This is an optimization exercise on Yosys and OpenROAD, whose aim is small area, not a production implementation. In this exercise RTL edits were held to simulation tests only and were not proved equivalent to the original. Power figures rest on the tool's default switching activity, not on a simulated workload.

P:
==> flow/design.v <==
`timescale 1ns / 1ps
module CCI_stage_top(
		input				clk,
		input				reset,
		input		[31:0]	dataIn,
		output	reg	[31:0]	outputVoltage,
		output	reg			outputValid
		);
	localparam DEPTH = 37;			 
	reg		[16:0]	q;
	reg				live;			 
	reg		[32*DEPTH-1:0]	sr;		 
	reg		[31:0]	hold0;			 
	reg		[7:0]	y1;				 
	reg		[11:0]	z;				 
	reg		[11:0]	cr;				 
	reg		[11:0]	k1;				 
	wire	[31:0]	s0  = sr[0 +: 32];
	wire	[31:0]	s18 = sr[32*18 +: 32];
	wire	[31:0]	s36 = sr[32*36 +: 32];
	wire	[15:0]	d   = s0[31:16] - s0[15:0];
	wire	[15:0]	ad0 = d[15] ? (~d + 16'd1) : d;
	wire	[15:0]	ad  = (q[16:4] == 13'd0) ? 16'd0 : ad0;
	wire	[26:0]	p10  = ad * 5'd10;
	wire	[26:0]	p131 = ad * 8'd131;
	wire	[7:0]	f10  = p10[18:11];
	wire	[11:0]	f131 = p131[22:11];
	wire			edge0 = (q[3:0] == 4'd0);	 
	wire			cell1 = (q[3:0] == 4'd3);	 
	wire			cell0 = (q[3:0] == 4'd4);	 
	wire	[11:0]	term = cell1 ? k1 : cr;
	wire	[15:0]	upd  = s18[31:16] + {4'd0, term};
	always @(posedge clk) begin
		sr <= {sr[32*(DEPTH-1)-1 : 32*19], upd, s18[15:0], sr[32*18-1 : 0], dataIn};
		y1 <= f10;
		z  <= f131 + (edge0 ? 12'd0 : {4'd0, y1});
		cr <= (edge0 ? 12'd0 : {4'd0, f10}) + z;
		if (cell1) k1 <= cr;
		if (cell0) hold0 <= s36;
	end
	always @(posedge clk or posedge reset) begin
		if (reset) begin
			q             <= 17'h1FFF4;
			live          <= 1'b0;
			outputValid   <= 1'b0;
			outputVoltage <= 32'd0;
		end else begin
			q <= q + 17'd1;
			if (q[5] & ~q[4] & q[2]) live <= 1'b1;				 
			if (~q[5] & q[4] & q[2]) outputValid <= 1'b1;		 
			outputVoltage <= live ? (cell0 ? hold0 : s36) : 32'd0;
		end
	end
endmodule
make LEC_CHECK=0 CAP_MARGIN=20 CORE_MARGIN=2 CORE_UTILIZATION=40 SLEW_MARGIN=20 finish   # period 5.0 ns
run.sh (not shown) runs the stock make flow with config.mk's settings and CLKGATE_MAP_FILE= SYNTH_SCRIPT=/design/flow/synth_recipe.tcl, a recipe that flattens the netlist after the stock synthesis.
P ran in full, but the layout does not pass; the checks complain about negative setup slack.
What Q does differently from P at the input level:
==> flow/design.v, changed modules only <==
module CCI_stage_top(
		input				clk,
		input				reset,
		input		[31:0]	dataIn,
		output	reg	[31:0]	outputVoltage,
		output	reg			outputValid
		);
	localparam DEPTH = 37;			 
	reg		[16:0]	u;
	reg				live;			 
	reg		[32*DEPTH-1:0]	sr;		 
	reg		[31:0]	hold0;			 
	reg				an;				 
	reg		[15:0]	ax;				 
	reg		[7:0]	y1;				 
	reg		[11:0]	z;				 
	reg		[11:0]	cr;				 
	reg		[11:0]	k1;				 
	wire	[31:0]	s0  = sr[0 +: 32];
	wire	[31:0]	s19 = sr[32*19 +: 32];
	wire	[31:0]	s36 = sr[32*36 +: 32];
	wire	[15:0]	d    = s0[31:16] - s0[15:0];
	wire			edge0 = (u[3:0] == 4'd15);	 
	wire			lineM = (u[16:4] == 13'd0);	 
	wire			cell0 = (u[3:0] == 4'd2);	 
	wire	[18:0]	p10 = {ax, 3'd0} + {2'd0, ax, 1'd0} + (an ? 19'd10 : 19'd0);
	wire	[7:0]	f10 = p10[18:11];
	wire	[7:0]	y1m = edge0 ? 8'd0 : y1;
	wire	[22:0]	pz  = {ax, 7'd0} + {6'd0, ax, 1'd0} + {7'd0, ax} + (an ? 23'd131 : 23'd0) + {y1m, 11'd0};
	wire	[11:0]	crn = (edge0 ? 12'd0 : {4'd0, f10}) + z;
	wire	[11:0]	term = cell0 ? k1 : cr;
	wire	[15:0]	upd  = s19[31:16] + {4'd0, term};
	always @(posedge clk) begin
		sr <= {sr[32*(DEPTH-1)-1 : 32*20], upd, s19[15:0], sr[32*19-1 : 0], dataIn};
		an <= d[15];
		ax <= d ^ {16{d[15]}};
		y1 <= f10;
		z  <= pz[22:11];
		cr <= lineM ? 12'd0 : crn;
		if (cell0) k1 <= cr;
		if (cell0) hold0 <= s36;
	end
	always @(posedge clk or posedge reset) begin
		if (reset) begin
			u             <= 17'h1FFF2;
			live          <= 1'b0;
			outputValid   <= 1'b0;
			outputVoltage <= 32'd0;
		end else begin
			u <= u + 17'd1;
			if (u[5] & ~u[4] & u[1]) live <= 1'b1;				 
			if (~u[5] & u[4] & u[1]) outputValid <= 1'b1;		 
			outputVoltage <= live ? (cell0 ? hold0 : s36) : 32'd0;
		end
	end
endmodule
--- outcome ---
Q did not stop at any stage, and its layout met the timing, design-rule and antenna checks.
Delta(combinational power, Q - P) < 0
Setup slack ended up 2.41 ns higher on Q than on P.
Cell area after layout shrinks by a little under 10% when moving from P to Q.
Slowest stage cell on the critical path: sky130_fd_sc_hd__a2111o_1 -> Q, sky130_fd_sc_hd__or4b_1 -> P
The total routing usage reported by global routing of Q falls short of that of P by 0.63 points.
First-pass detailed-route iteration total: P vs Q identical
Diff P and Q: number of logic stages on the critical path including buffering lower in Q
On final period utilization: between P and Q, it ends up higher for P.
Q reports a lower portion of total power attributed to combinational logic than P does.
Against P as the reference, Q delivers a lower number of global-route vias before repair.
Clock skew on Q is behind P.

-- afterwards: timing with drivers on the ports --
The results above use ideal ports. As a check the final layouts listed here were re-extracted and re-timed, cells and wires unchanged.
Step 1: set_driving_cell puts a clkbuf_16 on clk and a buf_2 on each other input, an assumption about the parent block.
Step 2 times the ports against the registers' clock, not the clock port: input delays grow and output delays shrink by t, the midpoint of the rising clock arrivals with the driver on.
Three values: ideal, step 1, step 2; two values: the first two.
run | t (ns) | setup slack, ns | worst hold slack (ns) | worst slew at a driven data input, ns
P | 0.710 | -1.695 / -1.695 / -1.695 | 0.308 / 0.308 / 0.308 | 0.05
Q | 0.700 | 0.711 / 0.711 / 0.711 | 0.299 / 0.299 / 0.299 | 0.03
